What follows belongs to an exercise in optimizing a design on an open flow for small area, a short achievable clock period and few clock cycles per item; a production flow would make more cautious choices. Function was checked by simulation only, so behaviour that the tests miss may differ from the original. Power figures rest on the tool's default switching activity, not on a simulated workload.

<file path="design/flow/flow/run.sh">
#!/bin/bash
# The standard layout (standard.sh), with two changes:
#  - synthesis first maps the design's small AND-OR cells (cell_* modules in
#    rtl/mux.v) one-to-one onto library cells (flow/cells_map.v); the rest of
#    synthesis is ORFS's synth.tcl run by the standard flow's own synth_recipe.tcl, so the
#    registers and their names are those of the standard synthesis;
#  - the port buffers are plain buf_1 cells (repair may resize them).
set -euo pipefail
W=$(pwd)
F=$W/flow
sed "/^hierarchy -check -top/a techmap -map $F/cells_map.v" \
  "$FLOW_HOME/scripts/synth.tcl" > "$W/synth_cells.tcl"
grep -q "cells_map.v" "$W/synth_cells.tcl"
sed "s#source \$::env(SCRIPTS_DIR)/synth.tcl#source $W/synth_cells.tcl#" \
  "$W/synth_recipe.tcl" > "$W/synth_top.tcl"
grep -q "synth_cells.tcl" "$W/synth_top.tcl"
sed "s#SYNTH_SCRIPT=[^ ]*#SYNTH_SCRIPT=$W/synth_top.tcl#" "$W/standard.sh" > "$W/standard_cells.sh"
grep -q "synth_top.tcl" "$W/standard_cells.sh"
export BUFFER_PORTS_ARGS="-buffer_cell sky130_fd_sc_hd__buf_1"
bash "$W/standard_cells.sh" > "$W/flow_layout.log" 2>&1
</file>
<file path="design/flow/flow/cells_map.v">
// Maps the design's small AND-OR cells onto library cells before synthesis.
module cell_ao222n (input wire a1, a2, b1, b2, c1, c2, output wire y);
  sky130_fd_sc_hd__a222oi_1 _TECHMAP_REPLACE_ (.A1(a1), .A2(a2), .B1(b1), .B2(b2), .C1(c1), .C2(c2), .Y(y));
endmodule
module cell_ao22n (input wire a1, a2, b1, b2, output wire y);
  sky130_fd_sc_hd__a22oi_1 _TECHMAP_REPLACE_ (.A1(a1), .A2(a2), .B1(b1), .B2(b2), .Y(y));
endmodule
module cell_ao22 (input wire a1, a2, b1, b2, output wire y);
  sky130_fd_sc_hd__a22o_1 _TECHMAP_REPLACE_ (.A1(a1), .A2(a2), .B1(b1), .B2(b2), .X(y));
endmodule
module cell_nand3 (input wire a, b, c, output wire y);
  sky130_fd_sc_hd__nand3_1 _TECHMAP_REPLACE_ (.A(a), .B(b), .C(c), .Y(y));
endmodule
</file>
<file path="design/flow/standard.sh">
#!/bin/bash
# synth_recipe.tcl (not shown) runs the flow's synth.tcl, then flattens the netlist and writes it again
# the make line also repeats each setting of config.mk as NAME=value (left out here)
make -C /OpenROAD-flow-scripts/flow DESIGN_CONFIG=/design/flow/config.mk WORK_HOME=/design/flow/orfs CLKGATE_MAP_FILE= SYNTH_SCRIPT=/design/flow/synth_recipe.tcl "${@:-finish}"
</file>
<file path="design/flow/config.mk">
export PLATFORM = sky130hd
export DESIGN_NAME = top
export DESIGN_NICKNAME = top
export VERILOG_FILES = /design/flow/design.v
export SDC_FILE = /design/flow/constraint.sdc
export NUM_CORES = 4
export LEC_CHECK = 0
export ABC_AREA = 1
export CAP_MARGIN = 20
export CORE_MARGIN = 2
export CORE_UTILIZATION = 50
export SETUP_SLACK_MARGIN = 0.3
export SLEW_MARGIN = 20
</file>
<file path="design/flow/constraint.sdc">
create_clock -name core_clock -period 6.0 [get_ports {clk}]
set_input_delay 1.2000 -clock core_clock [delete_from_list [all_inputs] [get_ports {clk}]]
set_output_delay 1.2000 -clock core_clock [all_outputs]
set_load 0.01 [all_outputs]
</file>
<file path="design/flow/design.v">
module Reg_0 (
  input  wire        clk,
  input  wire        rst,
  input  wire        en_0,
  input  wire        en_n,
  input  wire [15:0] d_in,
  output reg  [15:0] q,
  output wire [15:0] d_out
);
  genvar i;
  generate
    for (i = 0; i < 16; i = i + 1) begin : bit_
      cell_ao22 u (.a1(en_0), .a2(d_in[i]), .b1(en_n), .b2(q[i]), .y(d_out[i]));
    end
  endgenerate
  always @(posedge clk or posedge rst) begin
    if (rst)
      q <= 16'b0;
    else
      q <= d_out;
  end
endmodule
module mux #(parameter EXT = 1) (
  input  wire [7:0]  oh,
  input  wire        ext_sel,
  input  wire [7:0]  ext,
  input  wire [15:0] d0, d1, d2, d3, d4, d5, d6, d7,
  output wire [15:0] out
);
  genvar i;
  generate
    for (i = 0; i < 16; i = i + 1) begin : bit_
      wire n0, n1, n2;
      cell_ao222n u0 (.a1(oh[0]), .a2(d0[i]), .b1(oh[1]), .b2(d1[i]), .c1(oh[2]), .c2(d2[i]), .y(n0));
      cell_ao222n u1 (.a1(oh[3]), .a2(d3[i]), .b1(oh[4]), .b2(d4[i]), .c1(oh[5]), .c2(d5[i]), .y(n1));
      if (EXT && i < 8) begin : lo
        cell_ao222n u2 (.a1(oh[6]), .a2(d6[i]), .b1(oh[7]), .b2(d7[i]), .c1(ext_sel), .c2(ext[i]), .y(n2));
      end else begin : hi
        cell_ao22n  u2 (.a1(oh[6]), .a2(d6[i]), .b1(oh[7]), .b2(d7[i]), .y(n2));
      end
      cell_nand3 u3 (.a(n0), .b(n1), .c(n2), .y(out[i]));
    end
  endgenerate
endmodule
module cell_ao222n (input wire a1, a2, b1, b2, c1, c2, output wire y);
  assign y = ~((a1 & a2) | (b1 & b2) | (c1 & c2));
endmodule
module cell_ao22n (input wire a1, a2, b1, b2, output wire y);
  assign y = ~((a1 & a2) | (b1 & b2));
endmodule
module cell_ao22 (input wire a1, a2, b1, b2, output wire y);
  assign y = (a1 & a2) | (b1 & b2);
endmodule
module cell_nand3 (input wire a, b, c, output wire y);
  assign y = ~(a & b & c);
endmodule
module ARITHM (
  input  wire [15:0] in_a,
  input  wire [15:0] in_b,
  input  wire [2:0]  select,
  output wire [15:0] alu_out
);
  wire op_add = select == 3'd0;
  wire op_sub = select == 3'd1;
  wire op_and = select == 3'd2;
  wire op_or  = select == 3'd3;
  wire op_xor = select == 3'd4;
  wire op_shl = select == 3'd5;
  wire op_shr = select == 3'd6;
  wire op_cmp = select == 3'd7;
  wire        sub = op_sub | op_cmp;
  wire [15:0] bx  = in_b ^ {16{sub}};
  wire [15:0] g0  = in_a & bx;
  wire [15:0] p0  = in_a ^ bx;
  reg [15:0] g, p, gn, pn;
  integer i, l;
  always @(*) begin
    g = g0; p = p0;
    for (l = 0; l < 4; l = l + 1) begin
      gn = g; pn = p;
      for (i = 0; i < 16; i = i + 1)
        if ((i >> l) & 1) begin
          gn[i] = g[i] | (p[i] & g[((i >> l) << l) - 1]);
          pn[i] = p[i] & p[((i >> l) << l) - 1];
        end
      g = gn; p = pn;
    end
  end
  wire [15:0] c   = {g[14:0] | (p[14:0] & {15{sub}}), sub};
  wire [15:0] sum = p0 ^ c;
  wire        gt  = g[15];               
  wire        eq  = p[15];               
  wire        lt  = ~(g[15] | p[15]);
  wire [15:0] ar;
  wire [15:0] sr;
  genvar k;
  generate
    for (k = 0; k < 16; k = k + 1) begin : rev
      assign ar[k] = op_shl ? in_a[15-k] : in_a[k];
    end
  endgenerate
  assign sr = ar >> in_b[3:0];
  wire big = |in_b[15:4];
  wire [15:0] srl;
  generate
    for (k = 0; k < 16; k = k + 1) begin : rev2
      assign srl[k] = sr[15-k];
    end
  endgenerate
  assign alu_out = ({16{op_add | op_sub}} & sum) |
                   ({16{op_and | op_or}} & g0) |
                   ({16{op_or | op_xor}} & p0) |
                   ({16{op_shr & ~big}} & sr) |
                   ({16{op_shl & ~big}} & srl) |
                   {14'b0, op_cmp & lt, op_cmp & gt};
endmodule
module Control_Unit (
  input  wire        rst,
  input  wire [15:0] instruction,
  output wire [7:0]  wr_en,
  output wire [7:0]  wr_en_n,
  output wire        wr_c,
  output wire        wr_c_n,
  output wire [7:0]  oh_a,
  output wire [7:0]  oh_b,
  output wire        use_imm,
  output wire [2:0]  alu_sel,
  output wire        done
);
  wire run = (instruction[1:0] != 2'b10) & ~rst;
  assign use_imm = instruction[0] & ~instruction[1];
  assign oh_a    = 8'b1 << instruction[15:13];
  assign oh_b    = use_imm ? 8'b0 : (8'b1 << instruction[12:10]);
  assign done    = run;
  assign wr_c    = run;
  assign wr_c_n  = ~run;
  assign wr_en   = {8{run}} & oh_a;
  assign wr_en_n = ~wr_en;
  assign alu_sel = instruction[4:2];
endmodule
module top (
  input  wire        clk,
  input  wire        reset,
  input  wire [15:0] instruction,
  output wire        done,
  output wire [15:0] d_out_c,
  output wire [15:0] d_out_0,
  output wire [15:0] d_out_1,
  output wire [15:0] d_out_2,
  output wire [15:0] d_out_3,
  output wire [15:0] d_out_4,
  output wire [15:0] d_out_5,
  output wire [15:0] d_out_6,
  output wire [15:0] d_out_7
);
  wire [7:0]  wr_en, wr_en_n, oh_a, oh_b;
  wire        wr_c, wr_c_n;
  wire        use_imm;
  wire [2:0]  alu_sel;
  wire [15:0] q0, q1, q2, q3, q4, q5, q6, q7, qc;
  wire [15:0] a, b, alu_out;
  Control_Unit control_unit (
    .rst(reset), .instruction(instruction),
    .wr_en(wr_en), .wr_en_n(wr_en_n), .wr_c(wr_c), .wr_c_n(wr_c_n),
    .oh_a(oh_a), .oh_b(oh_b), .use_imm(use_imm), .alu_sel(alu_sel),
    .done(done)
  );
  mux #(.EXT(0)) mux_a (.oh(oh_a), .ext_sel(1'b0), .ext(8'b0),
             .d0(q0), .d1(q1), .d2(q2), .d3(q3), .d4(q4), .d5(q5), .d6(q6), .d7(q7),
             .out(a));
  mux mux_b (.oh(oh_b), .ext_sel(use_imm), .ext(instruction[12:5]),
             .d0(q0), .d1(q1), .d2(q2), .d3(q3), .d4(q4), .d5(q5), .d6(q6), .d7(q7),
             .out(b));
  ARITHM my_alu (.in_a(a), .in_b(b), .select(alu_sel), .alu_out(alu_out));
  Reg_0 reg0 (.clk(clk), .rst(reset), .en_0(wr_en[0]), .en_n(wr_en_n[0]), .d_in(alu_out), .q(q0), .d_out(d_out_0));
  Reg_0 reg1 (.clk(clk), .rst(reset), .en_0(wr_en[1]), .en_n(wr_en_n[1]), .d_in(alu_out), .q(q1), .d_out(d_out_1));
  Reg_0 reg2 (.clk(clk), .rst(reset), .en_0(wr_en[2]), .en_n(wr_en_n[2]), .d_in(alu_out), .q(q2), .d_out(d_out_2));
  Reg_0 reg3 (.clk(clk), .rst(reset), .en_0(wr_en[3]), .en_n(wr_en_n[3]), .d_in(alu_out), .q(q3), .d_out(d_out_3));
  Reg_0 reg4 (.clk(clk), .rst(reset), .en_0(wr_en[4]), .en_n(wr_en_n[4]), .d_in(alu_out), .q(q4), .d_out(d_out_4));
  Reg_0 reg5 (.clk(clk), .rst(reset), .en_0(wr_en[5]), .en_n(wr_en_n[5]), .d_in(alu_out), .q(q5), .d_out(d_out_5));
  Reg_0 reg6 (.clk(clk), .rst(reset), .en_0(wr_en[6]), .en_n(wr_en_n[6]), .d_in(alu_out), .q(q6), .d_out(d_out_6));
  Reg_0 reg7 (.clk(clk), .rst(reset), .en_0(wr_en[7]), .en_n(wr_en_n[7]), .d_in(alu_out), .q(q7), .d_out(d_out_7));
  Reg_0 regC (.clk(clk), .rst(reset), .en_0(wr_c),     .en_n(wr_c_n),     .d_in(alu_out), .q(qc), .d_out(d_out_c));
endmodule
</file>
==> results.cfg, run 1 <==
[outcome]
status = failed layout checks
violations = setup timing

[setup_path]
end_kind = primary output
reg2reg_from = reg3.q[3]$_DFF_PP0_
required_ps = 4800
startpoint_type = primary input
rr_endpoint = reg3.q[13]$_DFF_PP0_
arrival_ps = 5020
worstPathMaxFanout = 6
reg2reg_depth = 20
crit_type = primary input to primary output
r2r_slack_ps = 2320

[cts]
clockBufferDepth = 2
cts.sinks = 144
path_clk_slew_ps = 70
worst_skew_pair.late_latency_ps = 430
cts_tree = built
numCtsBuffers = 17
root_buffer = clkbuf_16
postCtsHoldBufs = 0
cts_htree_levels = 4

[floorplan]
die_area_sq_mm = 0.0191
initial_utilization_pct = 50.5
chipHeight_um = 138
io_pins = 163
core_sq_mm = 0.0178
core.rowCount = 49
die_width_um = 138

[place]
port_buffers = 162
dp_cells = 1538
gp_congestion = 0.935
place.detailed.hpwl_um = 27200
post-place-ws_ps = -514

[power_and_ir_drop]
p_int_mw = 4.11
leakage_nw = 6.93
pwr-share-comb_pct = 61.3
power_mw = 7.57
clkPwrFrac_pct = 13.8
power.switching_mw = 3.47
p_per_area_mw_per_mm2 = 574
ir_drop_mv = 0.374
p_sw_share_pct = 45.8
power_frac_seq_pct = 24.8

[sta]
fmaxAchievable_mhz = 161
hold_slack_ps = 494
finalCritPeriodShare_pct = 104
finClkSkew_ps = 10.3
setup_ws_ps = -225
slew_violations = 0
worst_pin_slew_ps = 942
min_period_ps = 6220
setup_violations = 116
finalHoldViolCount = 0
rsz0062_at_grt = true
slew_headroom_pct = 37.2

[grt]
grt_antenna_before_repair = 0
grt_start_max_net_pins = 104
grt_pass1_wl_um = 59100
track_usage_pct = 39.5
grt_pass1_vias = 10300
grt-ovfl-total = 0

[yosys]
ys_seq_area_share_pct = 40.1
ys_async_sr_fraction_pct = 100
syn_nets = 1036
synth-edff-count = 0
synth_area_per_cell_sq_um = 8.97
synth-seq-cells = 144
ys.flop_type = dfrtp_1
ys_warn_count = 2
synth_cell_types = 39
syn-cell-area_sq_mm = 0.00899
syn-instance-count = 1002

[cells_and_area]
seqCellArea_sq_mm = 0.00360
finalNonFillerCells = 1619
drive_above_1_share_pct = 38.8
insertedDiodeCount = 0
final_cell_mix = buf_4 (168), nand2_1 (144), dfrtp_1 (144)
areaGrowthSynthToFinish_pct = 46.7
fill_cells = 1349
multi_input_area_sq_mm = 0.00553
nets = 1411
final_common_cell = buf_4

[worst_hold_path]
hold_depth = 1
holdCritStartpoint = regC.q[6]$_DFF_PP0_
min_path_type = flip-flop to flip-flop
hold_end = regC.q[6]$_DFF_PP0_

[drt]
routedWlPerCell_um = 24.4
drcViolationCount = 0
wirelength_um = 39500
vias = 10800
drt_first_pass_iters = 10
ant_nets = 0
drt-initial-drc-count = 1816
vias_per_cell = 6.66

[job]
maxCapViolations = 0
[power by group through the flow]
stage	registers, mW	clock network [mW]	logic, mW
finish	1.88	1.05	4.64
global route	1.92	1.09	4.92
CTS	1.84	1.04	4.21
detailed placement	1.83	0	3.60
global placement	1.83	0	3.59
floorplan	1.71	0	2.10
[how the worst max path moves through the flow]
stage | cells after the start | from | end | slack [ps]
final | 25 | instruction[0] | d_out_6[11] | -220
after global routing | 28 | instruction[0] | d_out_c[13] | -350
after CTS | 25 | instruction[0] | d_out_3[12] | -9
after detailed placement | 22 | instruction[10] | d_out_7[9] | -510
after global placement | 20 | instruction[10] | d_out_7[10] | -450
after floorplan | 24 | instruction[0] | d_out_0[8] | 320
[worst max-delay path: stages]
cell and delay, ps:
buf_1 100, inv_2 60, buf_6 120, nor2_4 80
or2_4 160, nor2_4 70, buf_4 160, a222oi_1 440
nand3_1 290, xor2_1 240, ha_1 310, nand2_2 110
inv_1 80, a21oi_4 240, nand3_4 180, buf_12 190
nand2_4 50, nand2_1 40, nand3_1 70, nand2_1 70
inv_2 80, nand3_4 100, buf_6 160, a22o_1 270
buf_2 150
[layout make-up]
class / instances / area share [%]
Clock inverter: 14 / 1.02
Inverter: 79 / 2.31
Multi-Input combinational cell: 754 / 41.9
Timing Repair Buffer: 381 / 21.9
Clock buffer: 18 / 3.33
Tap cell: 229 / 2.17
Sequential cell: 144 / 27.3
[synthesized netlist by cell type, types with 2 or more instances]
| cell type | instances | area [sq um] |
|---|---|---|
| nand2_2 | 13 | 81.3 |
| a222oi_1 | 72 | 721 |
| buf_4 | 4 | 30.0 |
| nand3_1 | 151 | 756 |
| xor2_1 | 15 | 131 |
| a21oi_1 | 18 | 90.1 |
| nand3_2 | 14 | 140 |
| dfrtp_1 | 144 | 3600 |
| nand2_1 | 176 | 661 |
| nor3_1 | 10 | 50.1 |
| a22o_1 | 145 | 1270 |
| ha_1 | 16 | 200 |
| inv_1 | 76 | 285 |
| o21ai_0 | 7 | 35.0 |
| nor2_1 | 44 | 165 |
| o211ai_1 | 4 | 30.0 |
| nor2_8 | 2 | 40.0 |
| nand4_1 | 16 | 100 |
| buf_2 | 8 | 40.0 |
| nor2_2 | 2 | 12.5 |
| a22oi_1 | 31 | 233 |
| buf_6 | 8 | 90.1 |
| nand2_4 | 5 | 56.3 |
| o22ai_1 | 3 | 18.8 |
| clkbuf_4 | 4 | 30.0 |
[flip-flops by register name, indices dropped and copies added (netlist names)]
name    cells
reg0.q     16
reg7.q     16
reg3.q     16
reg6.q     16
reg4.q     16
reg5.q     16
reg1.q     16
regC.q     16
reg2.q     16
[per-layer routing]
metal  vias up  global-route usage, %  routed length [um]  share of wire [%]
met5         -                      0                   0                  0
met4         0                   17.2                1930                4.9
met3       159                   7.93                4520                 11
met2       857                   61.8               17700                 45
met1      5149                   53.5               15300                 39
li1       4623                      -                   -                  -
[what timing repair did]
action,CTS,global route
cloned,7,4
pin swaps,67,41
resized for setup,221,108
buffers inserted,25,13
endpoints found under the setup margin,144,144
[metrics by stage]
step                utilization, %  setup TNS, ps  instance area (sq um)
floorplan                        -              0                   9020
global placement              62.8         -35600                  11200
detailed placement            62.8         -43310                  11200
CTS                           71.4          -11.1                  12700
global route                  74.2         -33870                  13200
finish                        74.2         -14700                  13200
[cells by family (layout without fill, tap and decap cells)]
kind of cell | Yosys count | after routing | share of synthesized area [%]
flip-flops | 144 | 144 | 40.1
XOR/XNOR | 15 | 15 | 1.46
AO/OA/AOI/OAI | 284 | 284 | 27.0
buffers and inverters | 105 | 492 | 5.71
adder cells (fa/ha/maj) | 16 | 16 | 2.23
AND/OR/NAND/NOR | 438 | 439 | 23.5
Testbench counts, summed over its fixed seeds: cycles 3,200, insns 3,200.
==> run 2, diff against run 1 <==
--- a/design/flow/design.v
+++ b/design/flow/design.v
@@ -10,7 +10,7 @@
   genvar i;
   generate
     for (i = 0; i < 16; i = i + 1) begin : bit_
-      cell_ao22 u (.a1(en_0), .a2(d_in[i]), .b1(en_n), .b2(q[i]), .y(d_out[i]));
+      cell_a22o u (.A1(en_0), .A2(d_in[i]), .B1(en_n), .B2(q[i]), .X(d_out[i]));
     end
   endgenerate
   always @(posedge clk or posedge rst) begin
@@ -30,29 +30,18 @@
   genvar i;
   generate
     for (i = 0; i < 16; i = i + 1) begin : bit_
-      wire n0, n1, n2;
-      cell_ao222n u0 (.a1(oh[0]), .a2(d0[i]), .b1(oh[1]), .b2(d1[i]), .c1(oh[2]), .c2(d2[i]), .y(n0));
-      cell_ao222n u1 (.a1(oh[3]), .a2(d3[i]), .b1(oh[4]), .b2(d4[i]), .c1(oh[5]), .c2(d5[i]), .y(n1));
+      wire n0, n1, n2, n3;
+      cell_a22oi u0 (.A1(oh[0]), .A2(d0[i]), .B1(oh[1]), .B2(d1[i]), .Y(n0));
+      cell_a22oi u1 (.A1(oh[2]), .A2(d2[i]), .B1(oh[3]), .B2(d3[i]), .Y(n1));
+      cell_a22oi u2 (.A1(oh[4]), .A2(d4[i]), .B1(oh[5]), .B2(d5[i]), .Y(n2));
       if (EXT && i < 8) begin : lo
-        cell_ao222n u2 (.a1(oh[6]), .a2(d6[i]), .b1(oh[7]), .b2(d7[i]), .c1(ext_sel), .c2(ext[i]), .y(n2));
+        cell_a222oi u3 (.A1(oh[6]), .A2(d6[i]), .B1(oh[7]), .B2(d7[i]), .C1(ext_sel), .C2(ext[i]), .Y(n3));
       end else begin : hi
-        cell_ao22n  u2 (.a1(oh[6]), .a2(d6[i]), .b1(oh[7]), .b2(d7[i]), .y(n2));
+        cell_a22oi  u3 (.A1(oh[6]), .A2(d6[i]), .B1(oh[7]), .B2(d7[i]), .Y(n3));
       end
-      cell_nand3 u3 (.a(n0), .b(n1), .c(n2), .y(out[i]));
-    end
-  endgenerate
-endmodule
-module cell_ao222n (input wire a1, a2, b1, b2, c1, c2, output wire y);
-  assign y = ~((a1 & a2) | (b1 & b2) | (c1 & c2));
-endmodule
-module cell_ao22n (input wire a1, a2, b1, b2, output wire y);
-  assign y = ~((a1 & a2) | (b1 & b2));
-endmodule
-module cell_ao22 (input wire a1, a2, b1, b2, output wire y);
-  assign y = (a1 & a2) | (b1 & b2);
-endmodule
-module cell_nand3 (input wire a, b, c, output wire y);
-  assign y = ~(a & b & c);
+      cell_nand4 u4 (.A(n0), .B(n1), .C(n2), .D(n3), .Y(out[i]));
+    end
+  endgenerate
 endmodule
 module ARITHM (
   input  wire [15:0] in_a,
@@ -114,6 +103,66 @@
                    ({16{op_shl & ~big}} & srl) |
                    {14'b0, op_cmp & lt, op_cmp & gt};
 endmodule
+module cell_inv (input wire A, output wire Y);
+  assign Y = ~A;
+endmodule
+module cell_nand2 (input wire A, B, output wire Y);
+  assign Y = ~(A & B);
+endmodule
+module cell_nor2 (input wire A, B, output wire Y);
+  assign Y = ~(A | B);
+endmodule
+module cell_and2 (input wire A, B, output wire X);
+  assign X = A & B;
+endmodule
+module cell_and2b (input wire A_N, B, output wire X);
+  assign X = ~A_N & B;
+endmodule
+module cell_nand2b (input wire A_N, B, output wire Y);
+  assign Y = A_N | ~B;
+endmodule
+module cell_xor2 (input wire A, B, output wire X);
+  assign X = A ^ B;
+endmodule
+module cell_xnor2 (input wire A, B, output wire Y);
+  assign Y = ~(A ^ B);
+endmodule
+module cell_nand3 (input wire A, B, C, output wire Y);
+  assign Y = ~(A & B & C);
+endmodule
+module cell_nand4 (input wire A, B, C, D, output wire Y);
+  assign Y = ~(A & B & C & D);
+endmodule
+module cell_and3 (input wire A, B, C, output wire X);
+  assign X = A & B & C;
+endmodule
+module cell_and4 (input wire A, B, C, D, output wire X);
+  assign X = A & B & C & D;
+endmodule
+module cell_a21oi (input wire A1, A2, B1, output wire Y);
+  assign Y = ~((A1 & A2) | B1);
+endmodule
+module cell_o21ai (input wire A1, A2, B1, output wire Y);
+  assign Y = ~((A1 | A2) & B1);
+endmodule
+module cell_a22oi (input wire A1, A2, B1, B2, output wire Y);
+  assign Y = ~((A1 & A2) | (B1 & B2));
+endmodule
+module cell_a22o (input wire A1, A2, B1, B2, output wire X);
+  assign X = (A1 & A2) | (B1 & B2);
+endmodule
+module cell_o21a (input wire A1, A2, B1, output wire X);
+  assign X = (A1 | A2) & B1;
+endmodule
+module cell_o22a (input wire A1, A2, B1, B2, output wire X);
+  assign X = (A1 | A2) & (B1 | B2);
+endmodule
+module cell_a222oi (input wire A1, A2, B1, B2, C1, C2, output wire Y);
+  assign Y = ~((A1 & A2) | (B1 & B2) | (C1 & C2));
+endmodule
+module cell_mux2 (input wire A0, A1, S, output wire X);
+  assign X = S ? A1 : A0;
+endmodule
 module Control_Unit (
   input  wire        rst,
   input  wire [15:0] instruction,
@@ -128,9 +177,24 @@
   output wire        done
 );
   wire run = (instruction[1:0] != 2'b10) & ~rst;
-  assign use_imm = instruction[0] & ~instruction[1];
-  assign oh_a    = 8'b1 << instruction[15:13];
-  assign oh_b    = use_imm ? 8'b0 : (8'b1 << instruction[12:10]);
+  wire reg_fmt;                        
+  wire [2:0] rx = instruction[15:13], ry = instruction[12:10];
+  wire [2:0] rx_n, ry_n;
+  cell_nand2b u_fmt (.A_N(instruction[1]), .B(instruction[0]), .Y(reg_fmt));
+  genvar j, k;
+  generate
+    for (j = 0; j < 3; j = j + 1) begin : lit
+      cell_inv u_rx (.A(rx[j]), .Y(rx_n[j]));
+      cell_inv u_ry (.A(ry[j]), .Y(ry_n[j]));
+    end
+    for (k = 0; k < 8; k = k + 1) begin : dec
+      cell_and3 u_a (.A(k & 1 ? rx[0] : rx_n[0]), .B(k & 2 ? rx[1] : rx_n[1]),
+                     .C(k & 4 ? rx[2] : rx_n[2]), .X(oh_a[k]));
+      cell_and4 u_b (.A(k & 1 ? ry[0] : ry_n[0]), .B(k & 2 ? ry[1] : ry_n[1]),
+                     .C(k & 4 ? ry[2] : ry_n[2]), .D(reg_fmt), .X(oh_b[k]));
+    end
+  endgenerate
+  assign use_imm = ~reg_fmt;
   assign done    = run;
   assign wr_c    = run;
   assign wr_c_n  = ~run;
==> design/flow/flow/cells_map.v (replaced) <==
// Maps each cell_* module of the design onto its library cell.
module cell_inv (input wire A, output wire Y);
  sky130_fd_sc_hd__inv_1 _TECHMAP_REPLACE_ (.A(A), .Y(Y));
endmodule
module cell_nand2 (input wire A, B, output wire Y);
  sky130_fd_sc_hd__nand2_1 _TECHMAP_REPLACE_ (.A(A), .B(B), .Y(Y));
endmodule
module cell_nor2 (input wire A, B, output wire Y);
  sky130_fd_sc_hd__nor2_1 _TECHMAP_REPLACE_ (.A(A), .B(B), .Y(Y));
endmodule
module cell_and2 (input wire A, B, output wire X);
  sky130_fd_sc_hd__and2_1 _TECHMAP_REPLACE_ (.A(A), .B(B), .X(X));
endmodule
module cell_and2b (input wire A_N, B, output wire X);
  sky130_fd_sc_hd__and2b_1 _TECHMAP_REPLACE_ (.A_N(A_N), .B(B), .X(X));
endmodule
module cell_nand2b (input wire A_N, B, output wire Y);
  sky130_fd_sc_hd__nand2b_1 _TECHMAP_REPLACE_ (.A_N(A_N), .B(B), .Y(Y));
endmodule
module cell_xor2 (input wire A, B, output wire X);
  sky130_fd_sc_hd__xor2_1 _TECHMAP_REPLACE_ (.A(A), .B(B), .X(X));
endmodule
module cell_xnor2 (input wire A, B, output wire Y);
  sky130_fd_sc_hd__xnor2_1 _TECHMAP_REPLACE_ (.A(A), .B(B), .Y(Y));
endmodule
module cell_nand3 (input wire A, B, C, output wire Y);
  sky130_fd_sc_hd__nand3_1 _TECHMAP_REPLACE_ (.A(A), .B(B), .C(C), .Y(Y));
endmodule
module cell_nand4 (input wire A, B, C, D, output wire Y);
  sky130_fd_sc_hd__nand4_1 _TECHMAP_REPLACE_ (.A(A), .B(B), .C(C), .D(D), .Y(Y));
endmodule
module cell_and3 (input wire A, B, C, output wire X);
  sky130_fd_sc_hd__and3_1 _TECHMAP_REPLACE_ (.A(A), .B(B), .C(C), .X(X));
endmodule
module cell_and4 (input wire A, B, C, D, output wire X);
  sky130_fd_sc_hd__and4_1 _TECHMAP_REPLACE_ (.A(A), .B(B), .C(C), .D(D), .X(X));
endmodule
module cell_a21oi (input wire A1, A2, B1, output wire Y);
  sky130_fd_sc_hd__a21oi_1 _TECHMAP_REPLACE_ (.A1(A1), .A2(A2), .B1(B1), .Y(Y));
endmodule
module cell_o21ai (input wire A1, A2, B1, output wire Y);
  sky130_fd_sc_hd__o21ai_1 _TECHMAP_REPLACE_ (.A1(A1), .A2(A2), .B1(B1), .Y(Y));
endmodule
module cell_a22oi (input wire A1, A2, B1, B2, output wire Y);
  sky130_fd_sc_hd__a22oi_1 _TECHMAP_REPLACE_ (.A1(A1), .A2(A2), .B1(B1), .B2(B2), .Y(Y));
endmodule
module cell_a22o (input wire A1, A2, B1, B2, output wire X);
  sky130_fd_sc_hd__a22o_1 _TECHMAP_REPLACE_ (.A1(A1), .A2(A2), .B1(B1), .B2(B2), .X(X));
endmodule
module cell_o21a (input wire A1, A2, B1, output wire X);
  sky130_fd_sc_hd__o21a_1 _TECHMAP_REPLACE_ (.A1(A1), .A2(A2), .B1(B1), .X(X));
endmodule
module cell_o22a (input wire A1, A2, B1, B2, output wire X);
  sky130_fd_sc_hd__o22a_1 _TECHMAP_REPLACE_ (.A1(A1), .A2(A2), .B1(B1), .B2(B2), .X(X));
endmodule
module cell_a222oi (input wire A1, A2, B1, B2, C1, C2, output wire Y);
  sky130_fd_sc_hd__a222oi_1 _TECHMAP_REPLACE_ (.A1(A1), .A2(A2), .B1(B1), .B2(B2), .C1(C1), .C2(C2), .Y(Y));
endmodule
module cell_mux2 (input wire A0, A1, S, output wire X);
  sky130_fd_sc_hd__mux2_1 _TECHMAP_REPLACE_ (.A0(A0), .A1(A1), .S(S), .X(X));
endmodule
==> results.cfg, run 2 <==
[yosys]
ys_async_sr_fraction_pct = 100
synth_area_per_cell_sq_um = 8.57
synth-edff-count = 0
yosysMostFrequentCell = nand2_1
synth-seq-cells = 144
ys_seq_area_share_pct = 40.6
ys_warn_count = 2
synth_common_cells = nand2_1 (204), a22o_1 (144), dfrtp_1 (144), a22oi_1 (128), nand3_1 (119)
yosys.area.top_type_share_pct = 40.6
ys.flop_type = dfrtp_1
syn_nets = 1069
ys_top_cells_by_area = dfrtp_1 (41%), a22o_1 (14%), a22oi_1 (11%)
syn-instance-count = 1035
synth_cell_types = 33
syn-cell-area_sq_mm = 0.00887
yosysTopAreaCell = dfrtp_1

[cts]
cts_tree = built
path_clk_slew_ps = 60
cts.sinks = 144
cts_htree_levels = 4
numCtsBuffers = 17
worst_skew_pair.late_latency_ps = 430
root_buffer = clkbuf_16
clockBufferDepth = 2

[setup_path]
arrival_ps = 4680
reg2reg_from = reg6.q[0]$_DFF_PP0_
worstPathMaxFanout = 8
required_ps = 4800
rr_endpoint = reg5.q[8]$_DFF_PP0_
startpoint_type = primary input
r2r_slack_ps = 2510
end_kind = primary output
reg2reg_depth = 22
crit_type = primary input to primary output

[cells_and_area]
final_cell_mix = nand2_1 (176), dfrtp_1 (144), buf_4 (142)
drive_above_1_share_pct = 30.6
insertedDiodeCount = 0
nets = 1416
final_common_cell = nand2_1
areaGrowthSynthToFinish_pct = 44.9

[worst_hold_path]
holdCritStartpoint = regC.q[15]$_DFF_PP0_
hold_end = regC.q[15]$_DFF_PP0_
hold_depth = 1
min_path_type = flip-flop to flip-flop

[outcome]
status = finished clean

[drt]
wl_met1_um = 15800
drt-initial-drc-count = 1568
wl_met2_um = 17800
drcViolationCount = 0
wirelength_um = 41400
met3WireLength_um = 5350
ant_nets = 0
drt_first_pass_iters = 8
highest_layer = met4
vias = 11000
routedWlPerCell_um = 25.6
vias_per_cell = 6.76

[grt]
grt_start_max_net_pins = 94
grt_pass1_wl_um = 58600
grt-ovfl-total = 0
track_usage_pct = 42.5
grt_antenna_before_repair = 0
grt_pass1_vias = 9987

[sta]
finClkSkew_ps = 9.46
rsz0062_at_grt = true
tns_ps = 0
finalHoldViolCount = 0
slew_violations = 0
finalCritPeriodShare_pct = 98.0
setup_violations = 0
min_period_ps = 5880
worst_pin_slew_ps = 992
slew_headroom_pct = 33.8
fmaxAchievable_mhz = 170

[floorplan]
initial_utilization_pct = 51.3
chipHeight_um = 137
die_width_um = 137
die_area_sq_mm = 0.0188
io_pins = 163
core.rowCount = 48
core_sq_mm = 0.0173

[power_and_ir_drop]
leakage_nw = 6.51
power_mw = 7.35
p_per_area_mw_per_mm2 = 572
ir_drop_mv = 0.379

[place]
place.detailed.hpwl_um = 27400
port_buffers = 162
gp_congestion = 0.988

[job]
maxCapViolations = 0
[run 2: cell count changes after synthesis, sizes merged, moves of 4 or more]
cell,change
inv,-4
and3,+8
nand2,+11
a21oi,+5
and4,+8
clkbuf,+8
o21ai,+4
buf,-9
a22oi,+97
nor3,-8
nand4,+31
nor2,-5
a222oi,-64
nand3,-45
[run 2: logic make-up (layout without fill, tap and decap cells)]
kind of cell             count (synthesis)  after routing  synth area share [%]
XOR/XNOR                                15             15                  1.48
adder cells (fa/ha/maj)                 16             16                  2.26
AND/OR/NAND/NOR                        439            440                  22.6
flip-flops                             144            144                  40.6
buffers and inverters                  100            459                  4.60
AO/OA/AOI/OAI                          321            321                  28.4
[run 2: final cells by class]
class / count / area, sq um
sequential: 144 / 3600
timing repair buffer: 352 / 2660
clock inverter: 15 / 174
tap: 225 / 282
inverter: 75 / 290
multi-input combinational: 792 / 5430
clock buffer: 17 / 425
fill: 1359 / 4440
[run 2: critical path: stages]
cell      delay, ps
buf_6            90
nand2b_4        160
and4_4          180
buf_8           130
buf_4           160
a22oi_1         250
nand4_1         300
xor2_1          310
ha_1            310
nand2_1         100
nand2_1          70
nand2_1          80
nand2_2          90
buf_6           140
a21oi_4         150
nand3_2          90
nand2_1          80
nor2_1           40
nor2_1          100
nand2_2         100
buf_6           150
a22o_1          240
buf_2           140
[run 2: report_power, final]
part / switching, mW / leakage [nW] / internal, mW
registers: 0.470 / 1.89 / 1.44
logic: 2.44 / 4.33 / 1.92
clock network: 0.465 / 0.290 / 0.625
total: 3.37 / 6.51 / 3.98
[run 2: metal layers]
layer | vias to the layer above | GRT usage (%)
met2 | 935 | 61.8
met1 | 5166 | 56.6
met4 | 0 | 25.2
li1 | 4657 | -
met3 | 195 | 11.7
met5 | - | 0
[run 2: repair_timing]
item | CTS | global route
setup buffers | 25 | 41
gates resized for setup | 95 | 185
pin swaps | 35 | 54
hold buffers | 0 | 0
cloned | 3 | 5
endpoints found under the setup margin | 144 | 144
[run 2: worst max path at each step]
stage	endpoint	slack [ps]	start
3_5_place_dp	d_out_c[13]	-90	instruction[1]
5_1_grt	d_out_6[13]	20	instruction[1]
4_1_cts	d_out_2[15]	270	instruction[1]
2_1_floorplan	d_out_0[8]	420	instruction[1]
3_3_place_gp	d_out_0[14]	-100	instruction[1]
6_report	d_out_7[13]	120	instruction[1]
[run 2: through the flow]
step | cells | cell area, sq um | setup WS (ps) | util (%) | hold WS [ps]
final | 1620 | 12900 | 118 | 74.3 | 496
after global routing | 1620 | 12900 | 15.5 | 74.3 | 503
after CTS | 1574 | 11900 | 267 | 68.7 | 501
after detailed placement | 1514 | 10800 | -85.3 | 62.2 | 483
after global placement | 1514 | 10800 | -98.6 | 62.2 | 479
after floorplan | 1035 | 8870 | 421 | - | 532
Testbench counts of run 2, summed over its fixed seeds: cycles 3,200, insns 3,200.

[port drivers added, routing unchanged]
How much do the figures lean on ideal ports? The routed layouts below were timed once more, with nothing changed but the port constraints. Step 1, drivers: a clkbuf_16 drives clk and a buf_2 each remaining input, both assumed. Step 2 moves the port delays by t, midway between the first and last clock arrival at a register: inputs arrive t later, outputs are due t later. That takes back most of the time a late clock gives input paths. Three values: ideal, step 1, step 2; two values: the first two.
run	shift t [ns]	setup WS [ns]	cell pins on the clock port's net
run 1	0.469	-0.225 / -0.246 / -0.246	1
run 2	0.477	0.118 / 0.087 / 0.087	1
The setup slack of run 2, which loses most, moves by -0.031 ns with the drivers and by -0.031 ns with both steps.
